Context: an optimization exercise on an open-source flow, tuned for small area. The choices shown serve that exercise and are no tape-out recipe.
Function was not checked in any run shown here: the RTL went through the layout flow alone.
Power and IR drop assume default switching activity.

## design/flow/run.sh

```bash
#!/bin/bash
# synth_recipe.tcl (not shown) runs the flow's synth.tcl, then flattens the netlist and writes it again
# the make line also repeats each setting of config.mk as NAME=value (left out here)
make -C /OpenROAD-flow-scripts/flow DESIGN_CONFIG=/design/flow/config.mk WORK_HOME=/design/flow/orfs CLKGATE_MAP_FILE= SYNTH_SCRIPT=/design/flow/synth_recipe.tcl finish
```

## design/flow/config.mk

```make
export PLATFORM = sky130hd
export DESIGN_NAME = sequencer
export DESIGN_NICKNAME = sequencer
export VERILOG_FILES = /design/flow/design.v
export SDC_FILE = /design/flow/constraint.sdc
export NUM_CORES = 4
export LEC_CHECK = 0
export CAP_MARGIN = 20
export CORE_AREA = 10 10 320 320
export DIE_AREA = 0 0 330 330
export SLEW_MARGIN = 20
```

## design/flow/constraint.sdc

```tcl
create_clock -name core_clock -period 10.0 [get_ports {CLK100MHZ}]
set_input_delay 2.0000 -clock core_clock [delete_from_list [all_inputs] [get_ports {CLK100MHZ}]]
set_output_delay 2.0000 -clock core_clock [all_outputs]
set_load 0.01 [all_outputs]
```

## design/flow/design.v

```verilog
module sequencer(
    input  logic CLK100MHZ,
    input  logic rst,
    input  logic BTNU, BTND, BTNL, BTNR, BTNC, CPU_RESETN,
    input  logic SW15,SW14,SW13,SW12,SW11,SW10,SW9,SW8,SW7,SW6,SW5,SW4,SW3,SW2,SW1,SW0,
    output logic [15:0] LED,
    output logic LED16_R,
    output logic LED17_R, LED17_G, LED17_B,
    output logic [7:0] AN,
    output logic DP,CG,CF,CE,CD,CC,CB,CA,
    output logic AUD_PWM,
    output logic AUD_SD
);
localparam logic PLAY = 1'b0, STOP = 1'b1;
localparam logic [1:0] STEP = 2'd0, SETTING_NAME = 2'd1, SETTING_VALUE = 2'd2;
localparam logic [2:0] SIGNAL = 3'd5, NOTE = 3'd6;
localparam logic[7:0] A_SSEG = 8'h77, B_SSEG = 8'h7C, C_SSEG = 8'h39, D_SSEG = 8'h5E,
                      E_SSEG = 8'h79, F_SSEG = 8'h71, G_SSEG = 8'h3D, H_SSEG = 8'h76,
                      I_SSEG = 8'h30, K_SSEG = 8'h75, N_SSEG = 8'h37, L_SSEG = 8'h38,
                      O_SSEG = 8'h3F, P_SSEG = 8'h73, Q_SSEG = 8'h6F, R_SSEG = 8'h33,
                      S_SSEG = 8'h6D, T_SSEG = 8'h78, U_SSEG = 8'h3E, V_SSEG = 8'h3E,
                      Y_SSEG = 8'h6E, DP_SSEG = 8'h80;
localparam logic[7:0] ZERO_SSEG = 8'h3F, ONE_SSEG = 8'h06, TWO_SSEG = 8'h5B, THREE_SSEG = 8'h4F,
                      FOUR_SSEG = 8'h66, FIVE_SSEG = 8'h6D, SIX_SSEG = 8'h7D, SEVEN_SSEG = 8'h07,
                      EIGHT_SSEG = 8'h7F, NINE_SSEG = 8'h6F;
logic meta, reset;
always_ff @(posedge CLK100MHZ) begin
  meta  <= rst;
  reset <= rst | meta;
end
logic [7:0] refresh;
always_ff @(posedge CLK100MHZ)
  if (rst) refresh <= 8'd0;
  else     refresh <= refresh + 8'd1;
wire tick0 = (refresh[3:0] == 4'd0);    
wire tick9 = (refresh[3:0] == 4'd9);    
wire [5:0] btn_in = {CPU_RESETN, BTNC, BTNR, BTNL, BTND, BTNU};
logic [5:0] db;
logic [1:0] wcnt [0:5];
logic [5:0] dn;
logic [5:0] pulse;
genvar gb;
generate
  for (gb = 0; gb < 6; gb = gb + 1) begin : g_btn
    wire d = btn_in[gb] ^ db[gb];
    always_ff @(posedge CLK100MHZ) begin
      if (rst) begin
        db[gb]   <= 1'b0;
        wcnt[gb] <= 2'd0;
      end
      else if (!d)
        wcnt[gb] <= 2'd0;
      else if (wcnt[gb] == 2'd0)
        wcnt[gb] <= 2'd1;
      else if (tick0) begin
        wcnt[gb] <= wcnt[gb] + 2'd1;
        if (wcnt[gb] == 2'd3) db[gb] <= ~db[gb];
      end
    end
    always_ff @(posedge CLK100MHZ)
      if (tick0) dn[gb] <= ~db[gb];
    assign pulse[gb] = db[gb] & dn[gb] & tick9;
  end
endgenerate
wire UP = pulse[0], DOWN = pulse[1], LEFT = pulse[2], RIGHT = pulse[3];
wire CENTER = pulse[4], RESET = pulse[5];
logic playState, playStateNext;
always_ff @(posedge CLK100MHZ) begin
  if (rst) begin
    playState     <= STOP;
    playStateNext <= STOP;
    LED16_R       <= 1'b1;
  end
  else begin
    playState <= RESET ? STOP : playStateNext;
    if (CENTER) playStateNext <= ~playState;
    LED16_R <= playState;
  end
end
wire playing = (playState == PLAY);
logic [11:0] tempoCnt;
logic [12:0] blinkCnt;
always_ff @(posedge CLK100MHZ) begin
  if (reset) begin
    tempoCnt <= 12'd0;
    blinkCnt <= 13'd0;
  end
  else begin
    tempoCnt <= (tempoCnt == 12'd4000) ? 12'd0 : tempoCnt + 12'd1;
    blinkCnt <= (blinkCnt == 13'd7164) ? 13'd0 : blinkCnt + 13'd1;
  end
end
wire tempoTick  = (tempoCnt == 12'd4000);
wire tempoTick4 = (tempoCnt == 12'd3);    
wire blinkTick  = (blinkCnt == 13'd7164);
logic [3:0] audioStepState;
always_ff @(posedge CLK100MHZ)
  if (rst) audioStepState <= 4'd0;
  else if (tempoTick && playing) audioStepState <= audioStepState + 4'd1;
logic [3:0] menuStepState;
logic [2:0] menuHorizontalState;
logic [1:0] menuVerticalState;
logic [4:0] noteIndex [0:15];
logic [15:0] sigArr;      
wire inValue = (menuVerticalState == SETTING_VALUE);
wire [4:0] curNote = noteIndex[menuStepState];
wire noteWr = inValue && (menuHorizontalState == NOTE) && (LEFT ^ RIGHT);
wire [4:0] noteWData = rst ? 5'd3 : (RIGHT ? curNote + 5'd1 : curNote - 5'd1);
wire sigTgl = inValue && (menuHorizontalState == SIGNAL) && (UP ^ DOWN);
always_ff @(posedge CLK100MHZ) begin
  if (rst) begin
    menuStepState       <= 4'd0;
    menuHorizontalState <= NOTE;
    menuVerticalState   <= STEP;
  end
  else begin
    case (menuVerticalState)
      STEP: begin
        if (LEFT)       menuStepState <= menuStepState - 4'd1;
        else if (RIGHT) menuStepState <= menuStepState + 4'd1;
        if (DOWN) menuVerticalState <= SETTING_NAME;
      end
      SETTING_NAME: begin
        if (DOWN)    menuVerticalState <= SETTING_VALUE;
        else if (UP) menuVerticalState <= STEP;
        if (RIGHT)     menuHorizontalState <= (menuHorizontalState == 3'd6) ? 3'd0 : menuHorizontalState + 3'd1;
        else if (LEFT) menuHorizontalState <= (menuHorizontalState == 3'd0) ? 3'd6 : menuHorizontalState - 3'd1;
      end
      default: begin
        if (UP) menuVerticalState <= SETTING_NAME;
      end
    endcase
  end
end
genvar gs;
generate
  for (gs = 0; gs < 16; gs = gs + 1) begin : g_step
    always_ff @(posedge CLK100MHZ)
      if (rst || (noteWr && menuStepState == gs)) noteIndex[gs] <= noteWData;
    always_ff @(posedge CLK100MHZ)
      if (rst) sigArr[gs] <= gs[0];
      else if (sigTgl && (4'd15 - menuStepState) == gs) sigArr[gs] <= ~sigArr[gs];
  end
endgenerate
logic [3:0] dispHi;
logic [4:0] dispLo;
always_ff @(posedge CLK100MHZ) begin
  if (rst) begin
    dispHi <= 4'd0;
    dispLo <= 5'd0;
  end
  else begin
    case (menuVerticalState)
      STEP: begin
        dispHi <= 4'd15;
        dispLo <= {1'b1, menuStepState};
      end
      SETTING_NAME: begin
        dispHi <= {1'b1, menuHorizontalState};
        dispLo <= 5'd0;
      end
      default: begin
        if (menuHorizontalState == NOTE) begin
          if (curNote < 5'd12) dispLo <= curNote + 5'd1;
        end
        else if (menuHorizontalState == SIGNAL)
          dispLo <= sigArr[menuStepState] ? 5'd14 : 5'd13;
      end
    endcase
  end
end
function automatic logic [7:0] hiSeg(input logic [3:0] c, input logic [1:0] p);
  hiSeg = 8'h00;
  if ({c, p} == 6'd32) hiSeg = 8'h80;
  else if ({c, p} == 6'd33) hiSeg = 8'h38;
  else if ({c, p} == 6'd34) hiSeg = 8'h3F;
  else if ({c, p} == 6'd35) hiSeg = 8'h3E;
  else if ({c, p} == 6'd36) hiSeg = 8'h75;
  else if ({c, p} == 6'd37) hiSeg = 8'h78;
  else if ({c, p} == 6'd38) hiSeg = 8'h78;
  else if ({c, p} == 6'd39) hiSeg = 8'h77;
  else if ({c, p} == 6'd40) hiSeg = 8'h6E;
  else if ({c, p} == 6'd41) hiSeg = 8'h39;
  else if ({c, p} == 6'd42) hiSeg = 8'h79;
  else if ({c, p} == 6'd43) hiSeg = 8'h5E;
  else if ({c, p} == 6'd44) hiSeg = 8'h80;
  else if ({c, p} == 6'd45) hiSeg = 8'h6D;
  else if ({c, p} == 6'd46) hiSeg = 8'h3E;
  else if ({c, p} == 6'd47) hiSeg = 8'h6D;
  else if ({c, p} == 6'd48) hiSeg = 8'h80;
  else if ({c, p} == 6'd49) hiSeg = 8'h38;
  else if ({c, p} == 6'd50) hiSeg = 8'h79;
  else if ({c, p} == 6'd51) hiSeg = 8'h33;
  else if ({c, p} == 6'd52) hiSeg = 8'h80;
  else if ({c, p} == 6'd53) hiSeg = 8'h3D;
  else if ({c, p} == 6'd54) hiSeg = 8'h30;
  else if ({c, p} == 6'd55) hiSeg = 8'h6D;
  else if ({c, p} == 6'd56) hiSeg = 8'h79;
  else if ({c, p} == 6'd57) hiSeg = 8'h78;
  else if ({c, p} == 6'd58) hiSeg = 8'h3F;
  else if ({c, p} == 6'd59) hiSeg = 8'h37;
  else if ({c, p} == 6'd60) hiSeg = 8'h73;
  else if ({c, p} == 6'd61) hiSeg = 8'h79;
  else if ({c, p} == 6'd62) hiSeg = 8'h78;
  else if ({c, p} == 6'd63) hiSeg = 8'h6D;
endfunction
function automatic logic [7:0] loSeg(input logic [4:0] c, input logic [1:0] p);
  loSeg = 8'h00;
  if ({c, p} == 7'd7) loSeg = 8'h77;
  else if ({c, p} == 7'd8) loSeg = 8'h73;
  else if ({c, p} == 7'd9) loSeg = 8'h76;
  else if ({c, p} == 7'd10) loSeg = 8'h6D;
  else if ({c, p} == 7'd11) loSeg = 8'h77;
  else if ({c, p} == 7'd15) loSeg = 8'h7C;
  else if ({c, p} == 7'd19) loSeg = 8'h39;
  else if ({c, p} == 7'd20) loSeg = 8'h73;
  else if ({c, p} == 7'd21) loSeg = 8'h76;
  else if ({c, p} == 7'd22) loSeg = 8'h6D;
  else if ({c, p} == 7'd23) loSeg = 8'h39;
  else if ({c, p} == 7'd27) loSeg = 8'h5E;
  else if ({c, p} == 7'd28) loSeg = 8'h73;
  else if ({c, p} == 7'd29) loSeg = 8'h76;
  else if ({c, p} == 7'd30) loSeg = 8'h6D;
  else if ({c, p} == 7'd31) loSeg = 8'h5E;
  else if ({c, p} == 7'd35) loSeg = 8'h79;
  else if ({c, p} == 7'd39) loSeg = 8'h71;
  else if ({c, p} == 7'd40) loSeg = 8'h73;
  else if ({c, p} == 7'd41) loSeg = 8'h76;
  else if ({c, p} == 7'd42) loSeg = 8'h6D;
  else if ({c, p} == 7'd43) loSeg = 8'h71;
  else if ({c, p} == 7'd47) loSeg = 8'h3D;
  else if ({c, p} == 7'd48) loSeg = 8'h73;
  else if ({c, p} == 7'd49) loSeg = 8'h76;
  else if ({c, p} == 7'd50) loSeg = 8'h6D;
  else if ({c, p} == 7'd51) loSeg = 8'h3D;
  else if ({c, p} == 7'd53) loSeg = 8'h37;
  else if ({c, p} == 7'd54) loSeg = 8'h30;
  else if ({c, p} == 7'd55) loSeg = 8'h6D;
  else if ({c, p} == 7'd57) loSeg = 8'h33;
  else if ({c, p} == 7'd58) loSeg = 8'h6F;
  else if ({c, p} == 7'd59) loSeg = 8'h6D;
  else if ({c, p} == 7'd64) loSeg = 8'h06;
  else if ({c, p} == 7'd65) loSeg = 8'h80;
  else if ({c, p} == 7'd66) loSeg = 8'h80;
  else if ({c, p} == 7'd67) loSeg = 8'h80;
  else if ({c, p} == 7'd68) loSeg = 8'h5B;
  else if ({c, p} == 7'd69) loSeg = 8'h80;
  else if ({c, p} == 7'd70) loSeg = 8'h80;
  else if ({c, p} == 7'd71) loSeg = 8'h80;
  else if ({c, p} == 7'd72) loSeg = 8'h4F;
  else if ({c, p} == 7'd73) loSeg = 8'h80;
  else if ({c, p} == 7'd74) loSeg = 8'h80;
  else if ({c, p} == 7'd75) loSeg = 8'h80;
  else if ({c, p} == 7'd76) loSeg = 8'h66;
  else if ({c, p} == 7'd77) loSeg = 8'h80;
  else if ({c, p} == 7'd78) loSeg = 8'h80;
  else if ({c, p} == 7'd79) loSeg = 8'h80;
  else if ({c, p} == 7'd80) loSeg = 8'h6D;
  else if ({c, p} == 7'd81) loSeg = 8'h80;
  else if ({c, p} == 7'd82) loSeg = 8'h80;
  else if ({c, p} == 7'd83) loSeg = 8'h80;
  else if ({c, p} == 7'd84) loSeg = 8'h7D;
  else if ({c, p} == 7'd85) loSeg = 8'h80;
  else if ({c, p} == 7'd86) loSeg = 8'h80;
  else if ({c, p} == 7'd87) loSeg = 8'h80;
  else if ({c, p} == 7'd88) loSeg = 8'h07;
  else if ({c, p} == 7'd89) loSeg = 8'h80;
  else if ({c, p} == 7'd90) loSeg = 8'h80;
  else if ({c, p} == 7'd91) loSeg = 8'h80;
  else if ({c, p} == 7'd92) loSeg = 8'h7F;
  else if ({c, p} == 7'd93) loSeg = 8'h80;
  else if ({c, p} == 7'd94) loSeg = 8'h80;
  else if ({c, p} == 7'd95) loSeg = 8'h80;
  else if ({c, p} == 7'd96) loSeg = 8'h6F;
  else if ({c, p} == 7'd97) loSeg = 8'h80;
  else if ({c, p} == 7'd98) loSeg = 8'h80;
  else if ({c, p} == 7'd99) loSeg = 8'h80;
  else if ({c, p} == 7'd100) loSeg = 8'h3F;
  else if ({c, p} == 7'd101) loSeg = 8'h06;
  else if ({c, p} == 7'd102) loSeg = 8'h80;
  else if ({c, p} == 7'd103) loSeg = 8'h80;
  else if ({c, p} == 7'd104) loSeg = 8'h06;
  else if ({c, p} == 7'd105) loSeg = 8'h06;
  else if ({c, p} == 7'd106) loSeg = 8'h80;
  else if ({c, p} == 7'd107) loSeg = 8'h80;
  else if ({c, p} == 7'd108) loSeg = 8'h5B;
  else if ({c, p} == 7'd109) loSeg = 8'h06;
  else if ({c, p} == 7'd110) loSeg = 8'h80;
  else if ({c, p} == 7'd111) loSeg = 8'h80;
  else if ({c, p} == 7'd112) loSeg = 8'h4F;
  else if ({c, p} == 7'd113) loSeg = 8'h06;
  else if ({c, p} == 7'd114) loSeg = 8'h80;
  else if ({c, p} == 7'd115) loSeg = 8'h80;
  else if ({c, p} == 7'd116) loSeg = 8'h66;
  else if ({c, p} == 7'd117) loSeg = 8'h06;
  else if ({c, p} == 7'd118) loSeg = 8'h80;
  else if ({c, p} == 7'd119) loSeg = 8'h80;
  else if ({c, p} == 7'd120) loSeg = 8'h6D;
  else if ({c, p} == 7'd121) loSeg = 8'h06;
  else if ({c, p} == 7'd122) loSeg = 8'h80;
  else if ({c, p} == 7'd123) loSeg = 8'h80;
  else if ({c, p} == 7'd124) loSeg = 8'h7D;
  else if ({c, p} == 7'd125) loSeg = 8'h06;
  else if ({c, p} == 7'd126) loSeg = 8'h80;
  else if ({c, p} == 7'd127) loSeg = 8'h80;
endfunction
logic [2:0] sel;
logic [7:0] seg;
assign sel = refresh[7:5];
assign seg = sel[2] ? hiSeg(dispHi, sel[1:0]) : loSeg(dispLo, sel[1:0]);
assign AN = ~(8'd1 << sel);
assign {DP,CG,CF,CE,CD,CC,CB,CA} = ~seg;
always_ff @(posedge CLK100MHZ)
  LED <= {SW15,SW14,SW13,SW12,SW11,SW10,SW9,SW8,SW7,SW6,SW5,SW4,SW3,SW2,SW1,SW0};
always_ff @(posedge CLK100MHZ) begin
  if (rst) begin
    LED17_R <= 1'b0;
    LED17_G <= 1'b0;
    LED17_B <= 1'b0;
  end
  else if (blinkTick) begin
    if (playing) begin
      LED17_R <= ~LED17_G;
      LED17_G <= ~LED17_B;
      LED17_B <= LED17_G;
    end
    else begin
      LED17_R <= 1'b0;
      LED17_G <= 1'b0;
      LED17_B <= 1'b0;
    end
  end
end
function automatic logic [18:0] fccwOf(input logic [3:0] c);
  fccwOf = 19'd0;
  if (c == 4'd0) fccwOf = 19'd4724;
  else if (c == 4'd1) fccwOf = 19'd5005;
  else if (c == 4'd2) fccwOf = 19'd5303;
  else if (c == 4'd3) fccwOf = 19'd5618;
  else if (c == 4'd4) fccwOf = 19'd5952;
  else if (c == 4'd5) fccwOf = 19'd6306;
  else if (c == 4'd6) fccwOf = 19'd6681;
  else if (c == 4'd7) fccwOf = 19'd7079;
  else if (c == 4'd8) fccwOf = 19'd7500;
  else if (c == 4'd9) fccwOf = 19'd7946;
  else if (c == 4'd10) fccwOf = 19'd8418;
  else if (c == 4'd11) fccwOf = 19'd8919;
  else if (c == 4'd15) fccwOf = 19'd514724;
endfunction
logic [3:0] fcode;       
logic [3:0] fcodeLag;    
wire [4:0] audNote = noteIndex[audioStepState];
always_ff @(posedge CLK100MHZ) begin
  if (rst) begin
    fcode    <= 4'd14;
    fcodeLag <= 4'd14;
  end
  else begin
    if (tempoTick)
      fcode <= LED[4'd15 - audioStepState] ? ((audNote < 5'd12) ? audNote[3:0] : 4'd12) : 4'd15;
    if (tempoTick4)
      fcodeLag <= fcode;
  end
end
wire soundOn = ~(fcode[3] & fcode[2] & fcode[1]);
logic [29:0] phase;
always_ff @(posedge CLK100MHZ)
  if (reset) phase <= 30'd0;
  else       phase <= phase + {11'd0, fccwOf(fcodeLag)};
logic [2:0] sigDly, enDly;
always_ff @(posedge CLK100MHZ) begin
  sigDly <= {sigDly[1:0], sigArr[audioStepState]};
  enDly  <= {enDly[1] , enDly[0] & ~reset, soundOn & playing};
end
function automatic logic [14:0] qsin(input logic [6:0] j);
  case (j)
    7'd0: qsin = 15'd0;
    7'd1: qsin = 15'd706;
    7'd2: qsin = 15'd1413;
    7'd3: qsin = 15'd2119;
    7'd4: qsin = 15'd2823;
    7'd5: qsin = 15'd3525;
    7'd6: qsin = 15'd4225;
    7'd7: qsin = 15'd4923;
    7'd8: qsin = 15'd5618;
    7'd9: qsin = 15'd6310;
    7'd10: qsin = 15'd6997;
    7'd11: qsin = 15'd7681;
    7'd12: qsin = 15'd8360;
    7'd13: qsin = 15'd9034;
    7'd14: qsin = 15'd9702;
    7'd15: qsin = 15'd10364;
    7'd16: qsin = 15'd11021;
    7'd17: qsin = 15'd11670;
    7'd18: qsin = 15'd12313;
    7'd19: qsin = 15'd12948;
    7'd20: qsin = 15'd13576;
    7'd21: qsin = 15'd14195;
    7'd22: qsin = 15'd14806;
    7'd23: qsin = 15'd15408;
    7'd24: qsin = 15'd16000;
    7'd25: qsin = 15'd16583;
    7'd26: qsin = 15'd17156;
    7'd27: qsin = 15'd17718;
    7'd28: qsin = 15'd18270;
    7'd29: qsin = 15'd18811;
    7'd30: qsin = 15'd19341;
    7'd31: qsin = 15'd19858;
    7'd32: qsin = 15'd20364;
    7'd33: qsin = 15'd20858;
    7'd34: qsin = 15'd21338;
    7'd35: qsin = 15'd21807;
    7'd36: qsin = 15'd22262;
    7'd37: qsin = 15'd22704;
    7'd38: qsin = 15'd23132;
    7'd39: qsin = 15'd23546;
    7'd40: qsin = 15'd23946;
    7'd41: qsin = 15'd24331;
    7'd42: qsin = 15'd24702;
    7'd43: qsin = 15'd25058;
    7'd44: qsin = 15'd25399;
    7'd45: qsin = 15'd25724;
    7'd46: qsin = 15'd26034;
    7'd47: qsin = 15'd26329;
    7'd48: qsin = 15'd26608;
    7'd49: qsin = 15'd26869;
    7'd50: qsin = 15'd27116;
    7'd51: qsin = 15'd27346;
    7'd52: qsin = 15'd27559;
    7'd53: qsin = 15'd27756;
    7'd54: qsin = 15'd27936;
    7'd55: qsin = 15'd28100;
    7'd56: qsin = 15'd28246;
    7'd57: qsin = 15'd28376;
    7'd58: qsin = 15'd28487;
    7'd59: qsin = 15'd28583;
    7'd60: qsin = 15'd28661;
    7'd61: qsin = 15'd28721;
    7'd62: qsin = 15'd28765;
    7'd63: qsin = 15'd28791;
    7'd64: qsin = 15'd28799;
    default: qsin = 15'd0;
  endcase
endfunction
wire [7:0] addr = phase[29:22];
wire [6:0] qidx = addr[6] ? (7'd64 - {1'b0, addr[5:0]}) : {1'b0, addr[5:0]};
wire [14:0] mag = sigDly[2] ? 15'd4394 : qsin(qidx);
wire zeroPt = ~sigDly[2] & (addr == 8'd128);
wire en = enDly[2] & ~zeroPt;
wire [15:0] dacIn = {~(en & addr[7]), en ? (mag ^ {15{addr[7]}}) : 15'd0};
logic [16:0] acc;
always_ff @(posedge CLK100MHZ)
  if (reset) acc <= 17'd0;
  else       acc <= {1'b0, acc[15:0]} + {1'b0, dacIn};
assign AUD_PWM = acc[16];
assign AUD_SD  = 1'b1;
endmodule
```

==> summary.txt, run 1 <==
Timing
  • Setup TNS: 0 ns
  • Slew Limit Fails: 0
  • Slew headroom: 29.1%
  • Fmax: 150 MHz
  • Slew at the pin closest to its max-slew limit: 1.06 ns
  • Final setup violation count: 0
  • Minimum clock period: 6.65 ns
  • Worst setup margin: 3.35 ns
  • Fin. Hold Viols: 0
  • Clock skew: 0.0194 ns
  • RSZ-0062 raised after global routing: false
  • Final period utilization: 66.5%

Clocking
  • Post-CTS sizing: 0
  • Root buf cell: clkbuf_16
  • Post-CTS setup buffer count: 0
  • Num CTS Buffers: 29
  • CTS tree: done
  • Worst-path clk slew: 0.06 ns
  • Clk latency of the worst-skew pair: 0.58 ns
  • CTS Buffer Depth: 3
  • Sink Count: 260
  • H-tree depth: 1
  • Post-CTS Hold Buffers: 0

Routing
  • Final wirelength: 47.6 mm
  • Vias per cell: 4.54
  • DRC: 0
  • Routed Antenna Nets: 0
  • Initial DRC count: 1,614
  • 1st-pass router iterations: 9
  • Routed via count: 14,641
  • Avg WL per Cell: 14.8 um

Synth
  • Distinct cells, synth: 93
  • Asr flop ratio synth: 0%
  • Synth warn: 3
  • Synthesized area per cell: 8.43 um^2
  • Cells after Synth: 1,955
  • Top post-synthesis cells by area: dfxtp_1 (21%), edfxtp_1 (16%), ha_1 (6.0%)
  • Yosys top cell by area: dfxtp_1
  • Synthesized area: 0.0165 mm^2
  • Seq/Total Area, Yosys: 36.8%
  • Yosys reg bits: 260
  • Yosys top cell area share: 21.1%
  • Commonest register cell after synthesis: dfxtp_1
  • Post-synth EDFFs: 86
  • Post-Synthesis Net Count: 2,060

Place
  • Final HPWL DP: 32.6 mm
  • Placement Setup Slack: 3.57 ns
  • Cells after DPL: 3,169
  • RD Place Congestion: 0.916
  • # port buffers: 60

Global routing
  • Global-route wire length before repair: 76.2 mm
  • Overall Global Routing Usage: 8.36%
  • Vias in the first global route: 13,828
  • Initial antenna violation count: 0
  • Largest net degree at the start of global routing: 59
  • GR Overflow Total: 0

Setup path
  • Reg2reg setup slack: 3.35 ns
  • Reg2reg path depth: 21
  • Worst r2r dst: acc[15]
  • Arr. time, crit path: 7.11 ns
  • Crit path required time: 10.46 ns
  • Crit path max fanout: 29
  • Crit Path Category: flop to flop
  • Critical-path top delay cell: ha_1
  • Worst R2R Start: phase[22]
  • Worst Setup Start Kind: flop
  • Max stage delay on crit path: 0.62 ns
  • Worst Setup End Kind: flop
  • Worst path cell trace: buf_4 -> clkinv_1 -> ha_1 -> and2b_2 -> xor2_2 -> buf_4 -> inv_1 -> nor2_1 -> o22ai_1 -> o311ai_0 -> and3_4 -> mux2i_1 -> ha_1 -> a21oi_1 -> o2111ai_1 -> o21ai_0 -> a31oi_1 -> a21o_1 -> a211o_1 -> a21oi_1 -> mux2_2

Pwr
  • Switching share of total power: 22.7%
  • Internal power: 1850 uW
  • Power density cells: 124 mW/mm^2
  • Switching pwr: 543 uW
  • Seq pwr share: 48.0%
  • Tot Pwr: 2390 uW
  • Peak VDD IR: 0.131 mV
  • Clock power frac: 47.2%
  • P_leak: 0.00688 uW
  • Fraction of power consumed by combinational cells: 4.8%

Die
  • Die span in y: 330 um
  • Ports: 62
  • Die width: 330 um
  • Initial core utilization: 17.3%
  • Die area: 0.109 mm^2
  • Total core area: 0.0952 mm^2
  • Rows: 113

Worst hold path
  • Min-delay src: sigDly[1]
  • WHS Endpoint: sigDly[2]
  • Tightest Hold Check Type: flop to flop
  • Hold Path Depth: 0

Layout
  • Ant. Diodes: 0
  • Fill count: 10,474
  • Fin util: 20.3%
  • Area Overhead vs Synth: 17.2%
  • Register area: 0.00607 mm^2
  • Net count, final: 2,040
  • Multi-input gate area: 0.00958 mm^2
  • Share of cells above drive strength 1: 6.95%
  • Non-filler cells, final: 3,223

Job
  • Total of max-cap violations: 0

Status
  • Outcome: no timing/DRC/antenna violations
[layer usage]
metal	track usage, %	wire length, um	vias to the layer above
met2	13.7	21800	560
met4	2.19	1140	0
li1	-	-	7077
met3	1.57	3370	92
met5	0	0	-
met1	11.1	21400	6912
[critical path, delay by kind of cell, from the launching register on]
| family | cells | cell delay (ns) |
|---|---|---|
| AOI/OAI and AO/OA | 9 | 2.17 |
| muxes | 2 | 0.52 |
| buffers and inverters | 4 | 1.41 |
| xor gates and xnor gates | 1 | 0.13 |
| adders and majority gates | 2 | 0.87 |
| and+or+nand+nor | 3 | 1.10 |
| DFF | 1 | 0.31 |
[layout make-up]
| cell class | instances | share of cell area (%) |
|---|---|---|
| Clock inverter | 11 | 0.894 |
| Timing Repair Buffer | 90 | 4.25 |
| Inverter | 69 | 1.34 |
| Multi-Input combinational cell | 1485 | 49.6 |
| Tap cell | 1265 | 8.19 |
| Sequential cell | 260 | 31.4 |
| Clock buffer | 43 | 4.29 |
[layout by cell type, fill, tap and decap left out, types with 10 or more instances in the layout]
cell type,count
nand2b_1,21
ha_1,79
a22oi_1,25
mux2i_1,34
o22ai_1,17
mux4_2,17
nand4_1,14
and3_1,19
and2_1,10
nand3b_1,12
a221oi_1,17
xor2_1,52
o31ai_1,16
nor2b_1,31
edfxtp_1,86
clkbuf_16,30
a31oi_1,23
nor3_1,56
nor2_1,231
buf_4,30
a222oi_1,14
nand2_1,204
clkbuf_1,10
a21o_1,10
dfxtp_1,173
nand3_1,65
a21oi_1,144
xnor2_1,36
o211ai_1,18
inv_1,65
a211oi_1,25
clkdlybuf4s50_1,59
o21ai_0,116
[cells by family after synthesis]
family,after synthesis,share of synthesized area [%]
and+or+nand+nor,711,19.8
AOI/OAI and AO/OA,539,21.9
other,1,0.0227
muxes,61,5.09
DFF,260,36.8
buffers and inverters,210,5.10
xor gates and xnor gates,92,5.07
adders and majority gates,81,6.24
[metrics by stage]
| stage | hold WS, ns | instance area (um^2) |
|---|---|---|
| 2_1_floorplan | 0.310 | 16500 |
| 3_3_place_gp | 0.316 | 18300 |
| 3_5_place_dp | 0.313 | 18300 |
| 4_1_cts | 0.327 | 19300 |
| 5_1_grt | 0.329 | 19300 |
| 6_report | 0.326 | 19300 |
[worst max path at each step]
| stage | depth (start not counted) | start | slack, ns | to |
|---|---|---|---|---|
| final | 21 | phase[22] | 3.35 | acc[15] |
| after detailed placement | 21 | phase[22] | 3.57 | acc[15] |
| after global placement | 21 | phase[22] | 3.56 | acc[15] |
| after floorplan | 24 | phase[22] | 4.80 | acc[15] |
| after CTS | 21 | phase[22] | 3.53 | acc[15] |
| after global routing | 21 | phase[22] | 2.93 | acc[15] |
[registers in the layout, summed over array words and instances, names as in the netlist, 4 cells and up]
signal / count
noteIndex: 80
sigArr: 16
wcnt: 12
blinkCnt: 13
phase: 30
dispLo: 5
tempoCnt: 12
fcodeLag: 4
db: 6
refresh: 8
LED: 16
dn: 6
audioStepState: 4
fcode: 4
menuStepState: 4
acc: 17
dispHi: 4
[synthesized netlist by cell type (all sizes together) (10+ instances only)]
library cell and n:
nand3b 12, or2 10, mux2i 34, nand4 14
nor3 56, nand2b 21, a31oi 24, nor2b 31
mux4 17, xor2 55, o21ai 119, nand2 205
dfxtp 174, edfxtp 86, mux2 10, o31ai 17
inv 66, a21oi 144, o211ai 18, a21o 10
and3 20, buf 42, clkbuf 99, xnor2 37
nor2 233, a211oi 26, nand3 65, ha 79
o22ai 17, o311ai 16, and2 10, a22oi 25
a221oi 17, a222oi 14
[power groups by stage]
stage / clock network (uW) / registers [uW] / logic [uW]
5_1_grt: 1210 / 1150 / 127
2_1_floorplan: 0 / 1160 / 71.2
3_5_place_dp: 0 / 1170 / 115
4_1_cts: 1170 / 1150 / 116
3_3_place_gp: 0 / 1170 / 114
6_report: 1130 / 1150 / 114
==> inputs of run 2 (changes only) <==
--- a/design/flow/design.v
+++ b/design/flow/design.v
@@ -29,9 +29,11 @@
   reset <= rst | meta;
 end
 logic [7:0] refresh;
+wire [7:0] refreshInc;
+ha_chain #(8) u_refresh(.a(refresh), .ci(1'b1), .s(refreshInc), .co());
 always_ff @(posedge CLK100MHZ)
   if (rst) refresh <= 8'd0;
-  else     refresh <= refresh + 8'd1;
+  else     refresh <= refreshInc;
 wire tick0 = (refresh[3:0] == 4'd0);    
 wire tick9 = (refresh[3:0] == 4'd9);    
 wire [5:0] btn_in = {CPU_RESETN, BTNC, BTNR, BTNL, BTND, BTNU};
@@ -78,25 +80,26 @@
   end
 end
 wire playing = (playState == PLAY);
+localparam logic [11:0] TEMPO_LAST = 12'd105;     
+localparam logic [11:0] TEMPO_2    = 12'd2;       
+localparam logic [12:0] BLINK_LAST = 13'd5664;    
 logic [11:0] tempoCnt;
 logic [12:0] blinkCnt;
+wire tempoTick  = (tempoCnt == TEMPO_LAST);
+wire tempoTick3 = (tempoCnt == TEMPO_2);    
+wire blinkTick  = (blinkCnt == BLINK_LAST);
 always_ff @(posedge CLK100MHZ) begin
-  if (reset) begin
-    tempoCnt <= 12'd0;
-    blinkCnt <= 13'd0;
-  end
-  else begin
-    tempoCnt <= (tempoCnt == 12'd4000) ? 12'd0 : tempoCnt + 12'd1;
-    blinkCnt <= (blinkCnt == 13'd7164) ? 13'd0 : blinkCnt + 13'd1;
-  end
+  if (reset || tempoTick) tempoCnt <= 12'd0;
+  else tempoCnt <= {tempoCnt[10:0], ~(tempoCnt[11] ^ tempoCnt[5] ^ tempoCnt[3] ^ tempoCnt[0])};
+  if (reset || blinkTick) blinkCnt <= 13'd0;
+  else blinkCnt <= {blinkCnt[11:0], ~(blinkCnt[12] ^ blinkCnt[2])};
 end
-wire tempoTick  = (tempoCnt == 12'd4000);
-wire tempoTick4 = (tempoCnt == 12'd3);    
-wire blinkTick  = (blinkCnt == 13'd7164);
 logic [3:0] audioStepState;
+wire [3:0] audioStepInc;
+ha_chain #(4) u_astep(.a(audioStepState), .ci(tempoTick & playing), .s(audioStepInc), .co());
 always_ff @(posedge CLK100MHZ)
   if (rst) audioStepState <= 4'd0;
-  else if (tempoTick && playing) audioStepState <= audioStepState + 4'd1;
+  else     audioStepState <= audioStepInc;
 logic [3:0] menuStepState;
 logic [2:0] menuHorizontalState;
 logic [1:0] menuVerticalState;
@@ -105,7 +108,16 @@
 wire inValue = (menuVerticalState == SETTING_VALUE);
 wire [4:0] curNote = noteIndex[menuStepState];
 wire noteWr = inValue && (menuHorizontalState == NOTE) && (LEFT ^ RIGHT);
-wire [4:0] noteWData = rst ? 5'd3 : (RIGHT ? curNote + 5'd1 : curNote - 5'd1);
+wire [4:0] noteT = curNote ^ {5{~RIGHT}};
+wire [4:0] noteU;
+ha_chain #(5) u_note(.a(noteT), .ci(1'b1), .s(noteU), .co());
+wire [4:0] noteWData = rst ? 5'd3 : (noteU ^ {5{~RIGHT}});
+wire inStep = (menuVerticalState == STEP);
+wire stepDec = inStep & LEFT;
+wire [3:0] stepT = menuStepState ^ {4{stepDec}};
+wire [3:0] stepU;
+ha_chain #(4) u_step(.a(stepT), .ci(inStep & (LEFT | RIGHT)), .s(stepU), .co());
+wire [3:0] stepNext = stepU ^ {4{stepDec}};
 wire sigTgl = inValue && (menuHorizontalState == SIGNAL) && (UP ^ DOWN);
 always_ff @(posedge CLK100MHZ) begin
   if (rst) begin
@@ -114,10 +126,9 @@
     menuVerticalState   <= STEP;
   end
   else begin
+    menuStepState <= stepNext;
     case (menuVerticalState)
       STEP: begin
-        if (LEFT)       menuStepState <= menuStepState - 4'd1;
-        else if (RIGHT) menuStepState <= menuStepState + 4'd1;
         if (DOWN) menuVerticalState <= SETTING_NAME;
       end
       SETTING_NAME: begin
@@ -358,15 +369,30 @@
   else begin
     if (tempoTick)
       fcode <= LED[4'd15 - audioStepState] ? ((audNote < 5'd12) ? audNote[3:0] : 4'd12) : 4'd15;
-    if (tempoTick4)
+    if (tempoTick3)
       fcodeLag <= fcode;
   end
 end
 wire soundOn = ~(fcode[3] & fcode[2] & fcode[1]);
-logic [29:0] phase;
-always_ff @(posedge CLK100MHZ)
-  if (reset) phase <= 30'd0;
-  else       phase <= phase + {11'd0, fccwOf(fcodeLag)};
+logic [18:0] phaseLo;
+logic [10:0] phaseHi;
+logic phaseCy;
+wire [18:0] phaseLoSum;
+wire [10:0] phaseHiSum;
+wire phaseLoCo;
+fa_chain #(19) u_phlo(.a(phaseLo), .b(fccwOf(fcodeLag)), .ci(1'b0), .s(phaseLoSum), .co(phaseLoCo));
+ha_chain #(11) u_phhi(.a(phaseHi), .ci(phaseCy), .s(phaseHiSum), .co());
+always_ff @(posedge CLK100MHZ) begin
+  phaseCy <= phaseLoCo;
+  if (reset) begin
+    phaseLo <= 19'd0;
+    phaseHi <= 11'd0;
+  end
+  else begin
+    phaseLo <= phaseLoSum;
+    phaseHi <= phaseHiSum;
+  end
+end
 logic [2:0] sigDly, enDly;
 always_ff @(posedge CLK100MHZ) begin
   sigDly <= {sigDly[1:0], sigArr[audioStepState]};
@@ -442,16 +468,54 @@
     default: qsin = 15'd0;
   endcase
 endfunction
-wire [7:0] addr = phase[29:22];
+wire [7:0] addr = phaseHi[10:3];
 wire [6:0] qidx = addr[6] ? (7'd64 - {1'b0, addr[5:0]}) : {1'b0, addr[5:0]};
 wire [14:0] mag = sigDly[2] ? 15'd4394 : qsin(qidx);
 wire zeroPt = ~sigDly[2] & (addr == 8'd128);
 wire en = enDly[2] & ~zeroPt;
 wire [15:0] dacIn = {~(en & addr[7]), en ? (mag ^ {15{addr[7]}}) : 15'd0};
 logic [16:0] acc;
+wire [15:0] accSum;
+wire accCo;
+fa_chain #(16) u_acc(.a(acc[15:0]), .b(dacIn), .ci(1'b0), .s(accSum), .co(accCo));
 always_ff @(posedge CLK100MHZ)
   if (reset) acc <= 17'd0;
-  else       acc <= {1'b0, acc[15:0]} + {1'b0, dacIn};
+  else       acc <= {accCo, accSum};
 assign AUD_PWM = acc[16];
 assign AUD_SD  = 1'b1;
 endmodule
+module ha_chain #(parameter W = 8) (
+  input  logic [W-1:0] a,
+  input  logic ci,
+  output logic [W-1:0] s,
+  output logic co
+);
+  logic [W:0] c;
+  assign c[0] = ci;
+  genvar i;
+  generate
+    for (i = 0; i < W; i = i + 1) begin : g
+      assign s[i]   = a[i] ^ c[i];
+      assign c[i+1] = a[i] & c[i];
+    end
+  endgenerate
+  assign co = c[W];
+endmodule
+module fa_chain #(parameter W = 8) (
+  input  logic [W-1:0] a,
+  input  logic [W-1:0] b,
+  input  logic ci,
+  output logic [W-1:0] s,
+  output logic co
+);
+  logic [W:0] c;
+  assign c[0] = ci;
+  genvar i;
+  generate
+    for (i = 0; i < W; i = i + 1) begin : g
+      assign s[i]   = a[i] ^ b[i] ^ c[i];
+      assign c[i+1] = (a[i] & b[i]) | (c[i] & (a[i] ^ b[i]));
+    end
+  endgenerate
+  assign co = c[W];
+endmodule
--- a/design/flow/config.mk
+++ b/design/flow/config.mk
@@ -5,6 +5,7 @@
 export SDC_FILE = /design/flow/constraint.sdc
 export NUM_CORES = 4
 export LEC_CHECK = 0
+export ABC_AREA = 1
 export CAP_MARGIN = 20
 export CORE_AREA = 10 10 320 320
 export DIE_AREA = 0 0 330 330
==> summary.txt, run 2 <==
Status
  • Outcome: no timing/DRC/antenna violations (unchanged)

Die
  • Die span in y: 330 um (unchanged)
  • Die width: 330 um (unchanged)
  • Ports: 62 (unchanged)
  • Total core area: 0.0952 mm^2 (unchanged)
  • Rows: 113 (unchanged)
  • Die area: 0.109 mm^2 (unchanged)
  • Initial core utilization: 15.9% (was 17.3%)

Clocking
  • Sink Count: 261 (was 260)
  • CTS tree: done (unchanged)
  • Num CTS Buffers: 31 (was 29)
  • CTS Buffer Depth: 3 (unchanged)
  • Post-CTS Hold Buffers: 0 (unchanged)
  • Post-CTS sizing: 0 (unchanged)
  • H-tree depth: 1 (unchanged)
  • Post-CTS setup buffer count: 0 (unchanged)
  • Root buf cell: clkbuf_16 (unchanged)
  • Worst-path clk slew: 0.06 ns (about the same)
  • Clk latency of the worst-skew pair: 0.58 ns (about the same)

Place
  • Placement Setup Slack: 0.981 ns (was 3.57 ns)
  • RD Place Congestion: 0.937 (was 0.916)
  • # port buffers: 60 (unchanged)
  • Final HPWL DP: 33.8 mm (was 32.6 mm)

Layout
  • Max FFs per register: 80 (unchanged)
  • Commonest non-fill, non-tap cell in the layout: inv_1 (was nor2_1)
  • Net count, final: 2,170 (was 2,040)
  • Area Overhead vs Synth: 20.7% (was 17.2%)
  • Regs by FF count: noteIndex x80, phaseLo x19, acc x17 (was noteIndex x80, phase x30, acc x17)
  • Most frequent cells in the layout: inv_1 (340), nand2_1 (328), nor2_1 (276) (was nor2_1 (231), nand2_1 (204), dfxtp_1 (173))
  • Share of cells above drive strength 1: 4.86% (was 6.95%)
  • Top reg by flops: noteIndex (unchanged)
  • Ant. Diodes: 0 (unchanged)

Synth
  • Yosys reg bits: 261 (was 260)
  • Compound-cell area share of the yosys netlist: 14.9% (was 21.9%)
  • Simple-gate area share of the yosys netlist: 23.9% (was 19.8%)
  • Synthesized area per cell: 7.54 um^2 (was 8.43 um^2)
  • Commonest register cell after synthesis: dfxtp_1 (unchanged)
  • Synth Area in Adders: 9.42% (was 6.24%)
  • Post-synth EDFFs: 86 (unchanged)
  • Commonest cells in the netlist: inv_1 (340), nand2_1 (328), nor2_1 (276) (was nor2_1 (231), nand2_1 (204), dfxtp_1 (174))
  • Most common cell in the netlist: inv_1 (was nor2_1)
  • Yosys top cell by area: dfxtp_1 (unchanged)
  • Mux contribution to synthesized area: 0.132% (was 5.09%)
  • Distinct cells, synth: 61 (was 93)
  • Post-Synthesis Net Count: 2,122 (was 2,060)
  • Yosys top cell area share: 23.2% (was 21.1%)
  • Asr flop ratio synth: 0% (unchanged)
  • Seq/Total Area, Yosys: 40.3% (was 36.8%)
  • Top post-synthesis cells by area: dfxtp_1 (23%), edfxtp_1 (17%), inv_1 (8.4%) (was dfxtp_1 (21%), edfxtp_1 (16%), ha_1 (6.0%))
  • XOR/XNOR Fraction of Synth Area: 0.919% (was 5.07%)
  • Synth warn: 3 (unchanged)
  • Cells after Synth: 2,004 (was 1,955)
  • Synthesized area: 0.0151 mm^2 (was 0.0165 mm^2)
  • Largest family of logic cells by synthesized area: simple AND/OR/NAND/NOR gates (was compound AO/OA/AOI/OAI gates)

Timing
  • Fmax: 111 MHz (was 150 MHz)
  • Minimum clock period: 9.01 ns (was 6.65 ns)
  • Final period utilization: 90.1% (was 66.5%)
  • RSZ-0062 raised after global routing: false (unchanged)
  • Setup TNS: 0 ns (unchanged)
  • Worst setup margin: 0.991 ns (was 3.35 ns)
  • Slew headroom: 44.0% (was 29.1%)
  • Slew Limit Fails: 0 (unchanged)
  • Clock skew: 0.0199 ns (was 0.0194 ns)
  • Slew at the pin closest to its max-slew limit: 0.831 ns (was 1.06 ns)
  • Fin. Hold Viols: 0 (unchanged)
  • Final setup violation count: 0 (unchanged)

Routing
  • Routed via count: 13,688 (was 14,641)
  • 1st-pass router iterations: 6 (was 9)
  • Vias per cell: 4.10 (was 4.54)
  • Initial DRC count: 1,204 (was 1,614)
  • Final wirelength: 44.4 mm (was 47.6 mm)
  • DRC: 0 (unchanged)
  • Routed Antenna Nets: 0 (unchanged)
  • Avg WL per Cell: 13.3 um (was 14.8 um)

Pwr
  • P_leak: 0.00733 uW (was 0.00688 uW)
  • Power density cells: 135 mW/mm^2 (was 124 mW/mm^2)
  • Peak VDD IR: 0.116 mV (was 0.131 mV)

Setup path
  • Crit path max fanout: 10 (was 29)
  • Most common cell on crit path: fa_1
  • WP buf/inv: 6 (was 4)
  • Critical-path top delay cell: dfxtp_1 (was ha_1)
  • Crit-path leading delay family: adder cells (was compound AO/OA/AOI/OAI gates)
  • Worst Setup Start Kind: flop (unchanged)
  • Crit Path Category: flop to flop (unchanged)
  • Crit path required time: 10.45 ns (was 10.46 ns)
  • Worst Setup End Kind: flop (unchanged)
  • Max stage delay on crit path: 0.45 ns (was 0.62 ns)
  • Arr. time, crit path: 9.46 ns (was 7.11 ns)

Global routing
  • Vias in the first global route: 13,141 (was 13,828)
  • Overall Global Routing Usage: 7.88% (was 8.36%)
  • GR Overflow Total: 0 (unchanged)
  • Initial antenna violation count: 5 (was 0)
  • Global-route wire length before repair: 70.5 mm (was 76.2 mm)
  • Largest net degree at the start of global routing: 49 (was 59)

Worst hold path
  • Tightest Hold Check Type: flop to flop (unchanged)

Job
  • Total of max-cap violations: 0 (unchanged)
-- run 2: cell types whose count changed in the layout (fill, tap and decap cells not counted), sizes merged, moves of 22 or more --
cell   delta
nand3    +68
nand4    +23
o22ai    +33
nor2b    -30
o21ai    +22
fa       +31
nand2   +128
mux2i    -32
xnor2    -30
xor2     -47
inv     +288
a22oi    -22
a21oi    -86
nor2     +48
-- run 2: where the power goes --
group	switching [uW]	internal, uW
combinational	81.6	39.8
sequential	19.9	1130
clock	479	713
total	580	1890
-- run 2: area by class of cell --
type,count,area (um^2)
clock buffer,33,793
clock inverter,25,303
fill,10590,76900
inverter,354,1330
multi-input combinational,1331,7450
sequential,261,6090
tap,1265,1580
timing repair buffer,73,693
-- run 2: per-layer routing --
metal	routed length, um	share of wire (%)	global-route usage (%)
met4	1290	2.9	2.50
met1	19100	43	9.99
met2	20900	47	13.4
met3	3070	6.9	1.35
met5	37	0.083	0
-- run 2: final timing paths --
path	startpoint	end	slack, ns	depth (start not counted)
worst min-delay path	enDly[1]	enDly[2]	0.33	0
worst max register to register	phaseHi[3]	acc[15]	0.99	38
worst max-delay path	phaseHi[3]	acc[15]	0.99	38
worst min register to register	enDly[1]	enDly[2]	0.33	0
-- run 2: kinds of logic after synthesis --
family / after synthesis
muxes: 2
xor gates and xnor gates: 15
other: 1
adders and majority gates: 94
DFF: 261
buffers and inverters: 412
and+or+nand+nor: 851
AOI/OAI and AO/OA: 368
-- run 2: metrics by stage --
step	cells	hold WS (ns)	util [%]	power [uW]	cell area, um^2
2_1_floorplan	2004	0.310	-	1240	15100
3_3_place_gp	3284	0.315	18.0	1300	17100
3_5_place_dp	3284	0.312	18.0	1300	17100
4_1_cts	3342	0.328	19.2	2510	18200
5_1_grt	3342	0.347	19.2	2570	18200
6_report	3342	0.332	19.2	2470	18200
==> inputs of run 3 (changes only) <==
--- a/design/flow/config.mk
+++ b/design/flow/config.mk
@@ -7,6 +7,6 @@
 export LEC_CHECK = 0
 export ABC_AREA = 1
 export CAP_MARGIN = 20
-export CORE_AREA = 10 10 320 320
-export DIE_AREA = 0 0 330 330
+export CORE_AREA = 10 10 190 190
+export DIE_AREA = 0 0 200 200
 export SLEW_MARGIN = 20
==> summary.txt, run 3 <==
Timing
  • Slew headroom: 30.7% (was 44.0%)
  • Slew at the pin closest to its max-slew limit: 1.03 ns (was 0.831 ns)
  • Final Hold Slack: 0.325 ns (was 0.332 ns)
  • Minimum clock period: 9.38 ns (was 9.01 ns)
  • Final period utilization: 93.8% (was 90.1%)
  • Setup TNS: 0 ns (unchanged)
  • Clock skew: 0.0180 ns (was 0.0199 ns)
  • Fin. Hold Viols: 0 (unchanged)
  • Slew Limit Fails: 0 (unchanged)
  • Final setup violation count: 0 (unchanged)
  • RSZ-0062 raised after global routing: false (unchanged)
  • Fmax: 107 MHz (was 111 MHz)

Worst hold path
  • Min-delay src: sigDly[1] (was enDly[1])
  • Hold Path Depth: 0 (unchanged)
  • WHS Endpoint: sigDly[2] (was enDly[2])
  • Tightest Hold Check Type: flop to flop (unchanged)

Job
  • Total of max-cap violations: 0 (unchanged)

Place
  • Placed cell areas: 0.0161 mm^2 (was 0.0171 mm^2)
  • RD Place Congestion: 0.949 (was 0.937)
  • Final HPWL DP: 32.3 mm (was 33.8 mm)
  • # port buffers: 60 (unchanged)

Routing
  • DRC: 0 (unchanged)
  • Avg WL per Cell: 17.2 um (was 13.3 um)
  • Routed Antenna Nets: 0 (unchanged)
  • 1st-pass router iterations: 7 (was 6)
  • Initial DRC count: 1,423 (was 1,204)
  • Final wirelength: 43.0 mm (was 44.4 mm)
  • Routed via count: 13,701 (was 13,688)
  • Vias per cell: 5.47 (was 4.10)

Synth
  • Top post-synthesis cells by area: dfxtp_1 (23%), edfxtp_1 (17%), inv_1 (8.4%) (unchanged)
  • Commonest cells in the netlist: inv_1 (340), nand2_1 (328), nor2_1 (276) (unchanged)
  • Post-synth EDFFs: 86 (unchanged)
  • Yosys top cell by area: dfxtp_1 (unchanged)
  • Synthesized area per cell: 7.54 um^2 (unchanged)
  • Seq/Total Area, Yosys: 40.3% (unchanged)
  • Cells after Synth: 2,004 (unchanged)
  • Most common cell in the netlist: inv_1 (unchanged)
  • Distinct cells, synth: 61 (unchanged)
  • Synthesized area: 0.0151 mm^2 (unchanged)
  • Post-Synthesis Net Count: 2,122 (unchanged)
  • Yosys reg bits: 261 (unchanged)
  • Synth warn: 3 (unchanged)
  • Yosys top cell area share: 23.2% (unchanged)
  • Commonest register cell after synthesis: dfxtp_1 (unchanged)
  • Asr flop ratio synth: 0% (unchanged)

Setup path
  • Crit-path leading delay family: adder cells (unchanged)
  • Reg2reg setup slack: 0.62 ns (was 0.99 ns)
  • Crit path required time: 10.38 ns (was 10.45 ns)
  • Crit path max fanout: 10 (unchanged)
  • Crit Path Category: flop to flop (unchanged)
  • Reg2reg path depth: 37 (was 38)
  • WP buf/inv: 5 (was 6)
  • Most common cell on crit path: fa_1 (unchanged)
  • Max stage delay on crit path: 0.47 ns (was 0.45 ns)
  • Worst Setup Start Kind: flop (unchanged)
  • Critical-path top delay cell: dfxtp_1 (unchanged)
  • Arr. time, crit path: 9.76 ns (was 9.46 ns)
  • Worst R2R Start: phaseHi[3] (unchanged)
  • Worst r2r dst: acc[15] (unchanged)
  • Worst Setup End Kind: flop (unchanged)

Global routing
  • Initial antenna violation count: 0 (was 5)
  • Largest net degree at the start of global routing: 50 (was 49)
  • Vias in the first global route: 13,106 (was 13,141)
  • Overall Global Routing Usage: 21.5% (was 7.88%)
  • GR Overflow Total: 0 (unchanged)
  • Global-route wire length before repair: 69.4 mm (was 70.5 mm)

Layout
  • Commonest non-fill, non-tap cell in the layout: inv_1 (unchanged)
  • Area Overhead vs Synth: 13.2% (was 20.7%)
  • Max FFs per register: 80 (unchanged)
  • Top reg by flops: noteIndex (unchanged)
  • Net count, final: 2,165 (was 2,170)
  • Regs by FF count: noteIndex x80, phaseLo x19, acc x17 (unchanged)
  • Ant. Diodes: 0 (unchanged)
  • Share of cells above drive strength 1: 4.21% (was 4.86%)
  • Fin util: 53.8% (was 19.2%)
  • Final std cell area, no fill: 0.0171 mm^2 (was 0.0182 mm^2)
  • Most frequent cells in the layout: inv_1 (340), nand2_1 (328), nor2_1 (276) (unchanged)

Die
  • Die width: 200 um (was 330 um)
  • Total core area: 0.0318 mm^2 (was 0.0952 mm^2)
  • Rows: 65 (was 113)
  • Initial core utilization: 47.5% (was 15.9%)
  • Ports: 62 (unchanged)
  • Die area: 0.0400 mm^2 (was 0.109 mm^2)
  • Die span in y: 200 um (was 330 um)

Clocking
  • CTS Buffer Depth: 3 (unchanged)
  • CTS tree: done (unchanged)
  • Worst-path clk slew: 0.06 ns (about the same)
  • Post-CTS setup buffer count: 0 (unchanged)
  • Root buf cell: clkbuf_16 (unchanged)
  • Num CTS Buffers: 29 (was 31)
  • Post-CTS Hold Buffers: 0 (unchanged)
  • Sink Count: 261 (unchanged)
  • Clk latency of the worst-skew pair: 0.54 ns (was 0.58 ns)
  • Post-CTS sizing: 0 (unchanged)
  • H-tree depth: 1 (unchanged)

Status
  • Outcome: no timing/DRC/antenna violations (unchanged)

Pwr
  • Power density cells: 141 mW/mm^2 (was 135 mW/mm^2)
  • P_leak: 0.00729 uW (was 0.00733 uW)
  • Peak VDD IR: 0.146 mV (was 0.116 mV)
==> run 3: cell counts after synthesis <==
No cell type changed its count.
==> run 3: metrics by stage <==
stage          power (uW)  setup slack (ns)  std cells
3_5_place_dp         1300             0.707       2451
6_report             2410             0.621       2503
4_1_cts              2440             0.686       2503
3_3_place_gp         1290             0.788       2451
2_1_floorplan        1240              1.60       2004
5_1_grt              2500            0.0891       2503
==> run 3: cell families (layout without fill, tap and decap cells) <==
logic type | Yosys count | after routing | synth area share, %
buf+inv | 412 | 476 | 10.4
compound gates | 368 | 368 | 14.9
other cells | 1 | 1 | 0.0248
xor+xnor | 15 | 15 | 0.919
simple gates | 851 | 851 | 23.9
fa+ha+maj | 94 | 94 | 9.42
flops | 261 | 261 | 40.3
mux | 2 | 2 | 0.132
==> run 3: worst reg2reg max path, delay by kind of cell, from the launching register on <==
kind	cells	cell delay (ns)
simple gates	9	0.78
compound gates	5	0.90
buf+inv	5	0.57
fa+ha+maj	18	6.52
flops	1	0.47
==> run 3: routing by layer <==
metal	GRT usage (%)	up-vias	wire, um
li1	-	6744	-
met1	28.5	6349	18900
met2	35.9	504	20000
met3	2.88	104	2860
met4	6.03	0	1250
met5	0	-	0
==> run 3: how the worst max path moves through the flow <==
stage / startpoint / endpoint / slack, ns / cells past startpoint
after floorplan: phaseHi[3] / acc[15] / 1.60 / 37
after global placement: phaseHi[3] / acc[15] / 0.79 / 37
after detailed placement: phaseHi[3] / acc[15] / 0.71 / 37
after CTS: phaseHi[3] / acc[15] / 0.69 / 37
after global routing: phaseHi[3] / acc[15] / 0.09 / 37
final: phaseHi[3] / acc[15] / 0.62 / 37
==> run 3: cell type report <==
| type | count | area (um^2) |
|---|---|---|
| well taps | 435 | 544 |
| fillers | 3013 | 14700 |
| clock buffers | 39 | 815 |
| multi-input cells | 1331 | 7450 |
| repair buffers | 70 | 671 |
| inverters | 354 | 1330 |
| flip-flops and latches | 261 | 6090 |
| clock inverters | 13 | 206 |
==> run 3: power by group <==
part	leakage, uW	internal [uW]	total, uW	switching (uW)
Combinational	0.00455	39.6	117	77.4
Clock	0.000498	701	1130	433
Sequential	0.00224	1130	1160	22.1
==> inputs of run 4 (changes only) <==
--- a/design/flow/design.v
+++ b/design/flow/design.v
@@ -44,20 +44,13 @@
 genvar gb;
 generate
   for (gb = 0; gb < 6; gb = gb + 1) begin : g_btn
-    wire d = btn_in[gb] ^ db[gb];
+    wire d  = (btn_in[gb] ^ db[gb]) & ~rst;
+    wire c1 = wcnt[gb][1];
+    wire c0 = wcnt[gb][0];
     always_ff @(posedge CLK100MHZ) begin
-      if (rst) begin
-        db[gb]   <= 1'b0;
-        wcnt[gb] <= 2'd0;
-      end
-      else if (!d)
-        wcnt[gb] <= 2'd0;
-      else if (wcnt[gb] == 2'd0)
-        wcnt[gb] <= 2'd1;
-      else if (tick0) begin
-        wcnt[gb] <= wcnt[gb] + 2'd1;
-        if (wcnt[gb] == 2'd3) db[gb] <= ~db[gb];
-      end
+      wcnt[gb][1] <= d & (c1 ^ (tick0 & c0));
+      wcnt[gb][0] <= d & (~(c1 | c0) | (c0 ^ tick0));
+      db[gb]      <= ~rst & (db[gb] ^ (d & tick0 & c1 & c0));
     end
     always_ff @(posedge CLK100MHZ)
       if (tick0) dn[gb] <= ~db[gb];
@@ -103,15 +96,14 @@
 logic [3:0] menuStepState;
 logic [2:0] menuHorizontalState;
 logic [1:0] menuVerticalState;
-logic [4:0] noteIndex [0:15];
 logic [15:0] sigArr;      
 wire inValue = (menuVerticalState == SETTING_VALUE);
-wire [4:0] curNote = noteIndex[menuStepState];
+logic [4:0] curNote;      
 wire noteWr = inValue && (menuHorizontalState == NOTE) && (LEFT ^ RIGHT);
 wire [4:0] noteT = curNote ^ {5{~RIGHT}};
 wire [4:0] noteU;
 ha_chain #(5) u_note(.a(noteT), .ci(1'b1), .s(noteU), .co());
-wire [4:0] noteWData = rst ? 5'd3 : (noteU ^ {5{~RIGHT}});
+wire [4:0] noteNew = noteU ^ {5{~RIGHT}};
 wire inStep = (menuVerticalState == STEP);
 wire stepDec = inStep & LEFT;
 wire [3:0] stepT = menuStepState ^ {4{stepDec}};
@@ -147,12 +139,42 @@
 generate
   for (gs = 0; gs < 16; gs = gs + 1) begin : g_step
     always_ff @(posedge CLK100MHZ)
-      if (rst || (noteWr && menuStepState == gs)) noteIndex[gs] <= noteWData;
-    always_ff @(posedge CLK100MHZ)
       if (rst) sigArr[gs] <= gs[0];
       else if (sigTgl && (4'd15 - menuStepState) == gs) sigArr[gs] <= ~sigArr[gs];
   end
 endgenerate
+logic [4:0] ring [0:15];
+logic curNoteValid;
+logic ringClr;
+logic [4:0] audNote;
+wire [3:0] ringStep = refresh[3:0];
+wire hitM = (ringStep == menuStepState);
+wire hitA = (ringStep == audioStepState);
+wire [4:0] ringOut = ringClr ? 5'd3 : ring[0];
+wire ownM = hitM & curNoteValid;
+wire [4:0] ringIn = ownM ? (noteWr ? noteNew : curNote) : ringOut;
+wire stepMove = inStep & (LEFT | RIGHT);
+always_ff @(posedge CLK100MHZ) begin
+  for (int k = 0; k < 15; k = k + 1) ring[k] <= ring[k+1];
+  ring[15] <= ringIn;
+end
+always_ff @(posedge CLK100MHZ) begin
+  if (rst) begin
+    ringClr      <= 1'b1;
+    curNote      <= 5'd3;
+    curNoteValid <= 1'b1;
+    audNote      <= 5'd3;
+  end
+  else begin
+    if (ringStep == 4'd15) ringClr <= 1'b0;
+    if (noteWr) curNote <= noteNew;
+    else if (hitM & ~curNoteValid) curNote <= ringOut;
+    if (stepMove) curNoteValid <= 1'b0;
+    else if (hitM) curNoteValid <= 1'b1;
+    if (hitA) audNote <= ringIn;
+    else if (noteWr && menuStepState == audioStepState) audNote <= noteNew;
+  end
+end
 logic [3:0] dispHi;
 logic [4:0] dispLo;
 always_ff @(posedge CLK100MHZ) begin
@@ -360,7 +382,6 @@
 endfunction
 logic [3:0] fcode;       
 logic [3:0] fcodeLag;    
-wire [4:0] audNote = noteIndex[audioStepState];
 always_ff @(posedge CLK100MHZ) begin
   if (rst) begin
     fcode    <= 4'd14;
--- a/design/flow/config.mk
+++ b/design/flow/config.mk
@@ -7,6 +7,6 @@
 export LEC_CHECK = 0
 export ABC_AREA = 1
 export CAP_MARGIN = 20
-export CORE_AREA = 10 10 190 190
-export DIE_AREA = 0 0 200 200
+export CORE_AREA = 10 10 320 320
+export DIE_AREA = 0 0 330 330
 export SLEW_MARGIN = 20
==> summary.txt, run 4 <==
Clocking
  • H-tree depth: 1 (unchanged)
  • Clk latency of the worst-skew pair: 0.59 ns (was 0.54 ns)
  • CTS tree: done (unchanged)
  • Root buf cell: clkbuf_16 (unchanged)
  • CTS Buffer Depth: 3 (unchanged)
  • Worst-path clk slew: 0.06 ns (about the same)
  • Sink Count: 273 (was 261)
  • Num CTS Buffers: 30 (was 29)
  • Post-CTS setup buffer count: 0 (unchanged)
  • Post-CTS sizing: 0 (unchanged)
  • Post-CTS Hold Buffers: 0 (unchanged)

Routing
  • Vias per cell: 3.74 (was 5.47)
  • Routed via count: 11,760 (was 13,701)
  • Routed Antenna Nets: 0 (unchanged)
  • Final wirelength: 35.0 mm (was 43.0 mm)
  • DRC: 0 (unchanged)
  • Avg WL per Cell: 11.1 um (was 17.2 um)
  • 1st-pass router iterations: 5 (was 7)
  • Initial DRC count: 706 (was 1,423)

Place
  • RD Place Congestion: 0.896 (was 0.949)
  • # port buffers: 60 (unchanged)
  • Final HPWL DP: 26.3 mm (was 32.3 mm)

Die
  • Rows: 113 (was 65)
  • Initial core utilization: 14.4% (was 47.5%)
  • Total core area: 0.0952 mm^2 (was 0.0318 mm^2)
  • Die width: 330 um (was 200 um)
  • Ports: 62 (unchanged)
  • Die area: 0.109 mm^2 (was 0.0400 mm^2)
  • Die span in y: 330 um (was 200 um)

Global routing
  • Overall Global Routing Usage: 6.29% (was 21.5%)
  • Global-route wire length before repair: 57.6 mm (was 69.4 mm)
  • GR Overflow Total: 0 (unchanged)
  • Initial antenna violation count: 5 (was 0)
  • Vias in the first global route: 11,377 (was 13,106)
  • Largest net degree at the start of global routing: 52 (was 50)

Synth
  • Commonest register cell after synthesis: dfxtp_1 (unchanged)
  • Simple-gate area share of the yosys netlist: 22.7% (was 23.9%)
  • Synth warn: 3 (unchanged)
  • Yosys top cell by area: dfxtp_1 (unchanged)
  • Mux contribution to synthesized area: 0.438% (was 0.132%)
  • Cells after Synth: 1,812 (was 2,004)
  • Top post-synthesis cells by area: dfxtp_1 (39%), inv_1 (7.9%), nor2_1 (7.2%) (was dfxtp_1 (23%), edfxtp_1 (17%), inv_1 (8.4%))
  • XOR/XNOR Fraction of Synth Area: 2.48% (was 0.919%)
  • Largest family of logic cells by synthesized area: simple AND/OR/NAND/NOR gates (unchanged)
  • Synth Area in Adders: 9.85% (was 9.42%)
  • Most common cell in the netlist: inv_1 (unchanged)
  • Synthesized area per cell: 7.56 um^2 (was 7.54 um^2)
  • Post-synth EDFFs: 6 (was 86)
  • Post-Synthesis Net Count: 1,924 (was 2,122)
  • Compound-cell area share of the yosys netlist: 13.9% (was 14.9%)
  • Seq/Total Area, Yosys: 40.3% (about the same)
  • Synthesized area: 0.0137 mm^2 (was 0.0151 mm^2)
  • Commonest cells in the netlist: inv_1 (290), dfxtp_1 (267), nor2_1 (263) (was inv_1 (340), nand2_1 (328), nor2_1 (276))
  • Yosys top cell area share: 39.0% (was 23.2%)
  • Asr flop ratio synth: 0% (unchanged)
  • Yosys reg bits: 273 (was 261)
  • Distinct cells, synth: 59 (was 61)

Timing
  • Slew headroom: 41.8% (was 30.7%)
  • Minimum clock period: 9.21 ns (was 9.38 ns)
  • Slew Limit Fails: 0 (unchanged)
  • RSZ-0062 raised after global routing: false (unchanged)
  • Setup TNS: 0 ns (unchanged)
  • Fmax: 109 MHz (was 107 MHz)
  • Slew at the pin closest to its max-slew limit: 0.870 ns (was 1.03 ns)
  • Clock skew: 0.0565 ns (was 0.0180 ns)
  • Final period utilization: 92.1% (was 93.8%)
  • Final setup violation count: 0 (unchanged)
  • Fin. Hold Viols: 0 (unchanged)

Pwr
  • Tot Pwr: 2400 uW (was 2410 uW)
  • P_leak: 0.00665 uW (was 0.00729 uW)
  • Power density cells: 143 mW/mm^2 (was 141 mW/mm^2)
  • Peak VDD IR: 0.122 mV (was 0.146 mV)

Worst hold path
  • Tightest Hold Check Type: flop to flop (unchanged)

Layout
  • Share of cells above drive strength 1: 4.63% (was 4.21%)
  • Max FFs per register: 80 (unchanged)
  • Top reg by flops: ring (was noteIndex)
  • Ant. Diodes: 0 (unchanged)
  • Area Overhead vs Synth: 22.1% (was 13.2%)
  • Regs by FF count: ring x80, phaseLo x19, acc x17 (was noteIndex x80, phaseLo x19, acc x17)
  • Net count, final: 1,968 (was 2,165)
  • Most frequent cells in the layout: inv_1 (290), dfxtp_1 (267), nor2_1 (263) (was inv_1 (340), nand2_1 (328), nor2_1 (276))
  • Commonest non-fill, non-tap cell in the layout: inv_1 (unchanged)
  • Fill count: 10,654 (was 3,013)

Setup path
  • Max stage delay on crit path: 0.57 ns (was 0.47 ns)
  • Worst Setup End Kind: flop (unchanged)
  • Worst Setup Start Kind: flop (unchanged)
  • Crit Path Category: flop to flop (unchanged)
  • Most common cell on crit path: fa_1 (unchanged)
  • Crit path max fanout: 9 (was 10)
  • Critical-path top delay cell: dfxtp_1 (unchanged)
  • Arr. time, crit path: 9.62 ns (was 9.76 ns)
  • Crit path required time: 10.41 ns (was 10.38 ns)

Status
  • Outcome: no timing/DRC/antenna violations (unchanged)

Job
  • Total of max-cap violations: 0 (unchanged)
-- run 4: worst max-delay path: cells and delay by family, from the launching register on --
kind                       cells  cell delay, ns
adders and majority gates     18            6.31
buffers and inverters          7            0.85
DFF                            1            0.57
and+or+nand+nor                6            0.60
AOI/OAI and AO/OA              4            0.73
-- run 4: layout make-up --
type	instances	area [um^2]	share of cell area, %
repair buffers	70	671	4.01
flip-flops and latches	273	5530	33.0
inverters	301	1130	6.77
multi-input cells	1180	6770	40.5
clock buffers	38	801	4.79
well taps	1265	1580	9.46
clock inverters	16	246	1.47
-- run 4: worst paths after layout --
kind	slack (ns)	from	end	depth (start not counted)
setup / recovery	0.79	phaseHi[3]	acc[15]	35
hold / removal	0.32	ring[6][4]	ring[5][4]	0
setup reg to reg	0.79	phaseHi[3]	acc[15]	35
hold reg to reg	0.32	ring[6][4]	ring[5][4]	0
-- run 4: through the flow --
stage                     hold WS [ns]  worst slack (ns)  cell area, um^2  utilization (%)  std cells
final                            0.324             0.795            16700             17.6       3143
after global routing             0.329             0.246            16700             17.6       3143
after CTS                        0.325             0.814            16700             17.6       3143
after detailed placement         0.312             0.843            15700             16.5       3089
after global placement           0.310             0.950            15700             16.5       3089
after floorplan                  0.310              1.49            13700                -       1812
-- run 4: power breakdown --
part | total [uW] | switching [uW] | internal [uW]
clock network | 1150 | 454 | 699
logic | 101 | 62.7 | 38.7
registers | 1140 | 15.0 | 1130
-- run 4: logic make-up (layout without fill, tap and decap cells) --
kind of cell / count (synthesis) / count (layout)
simple gates: 726 / 726
buf+inv: 359 / 425
compound gates: 322 / 322
flops: 273 / 273
fa+ha+maj: 88 / 88
xor+xnor: 37 / 37
mux: 6 / 6
other cells: 1 / 1
-- run 4: metal layers --
metal	wire (um)	share of wire [%]	track usage, %
met5	8	0.023	0
met4	1090	3.1	2.11
met3	1860	5.3	1.35
met2	15700	45	10.3
met1	16300	47	8.15

[separate check: timing with driven ports]
The flow's constraints put no driver on any port. The routed layouts listed below were extracted and timed again, unchanged, in two steps. Step 1 (the two cells are an assumption about what drives the block):
set clk [get_ports {CLK100MHZ}]
set_driving_cell -lib_cell sky130_fd_sc_hd__clkbuf_16 $clk
set_driving_cell -lib_cell sky130_fd_sc_hd__buf_2 [delete_from_list [all_inputs] $clk]
Step 2 times the ports against the registers' clock, not the clock port: input delays grow and output delays shrink by t, the midpoint of the rising clock arrivals with the driver on. a / b / c = ideal / step 1 / step 2; a / b = the first two.
run | shift t [ns] | setup slack, ns | worst hold slack (ns) | latest minus earliest clock arrival (ns)
run 1 | 0.629 | 3.347 / 3.347 / 3.347 | 0.326 / 0.326 / 0.326 | 0.021 / 0.021
run 2 | 0.627 | 0.991 / 0.991 / 0.991 | 0.332 / 0.332 / 0.332 | 0.021 / 0.020
run 3 | 0.587 | 0.621 / 0.621 / 0.621 | 0.325 / 0.325 / 0.325 | 0.019 / 0.018
run 4 | 0.621 | 0.795 / 0.795 / 0.795 | 0.324 / 0.324 / 0.324 | 0.059 / 0.059
After both steps every run listed still meets setup and hold.
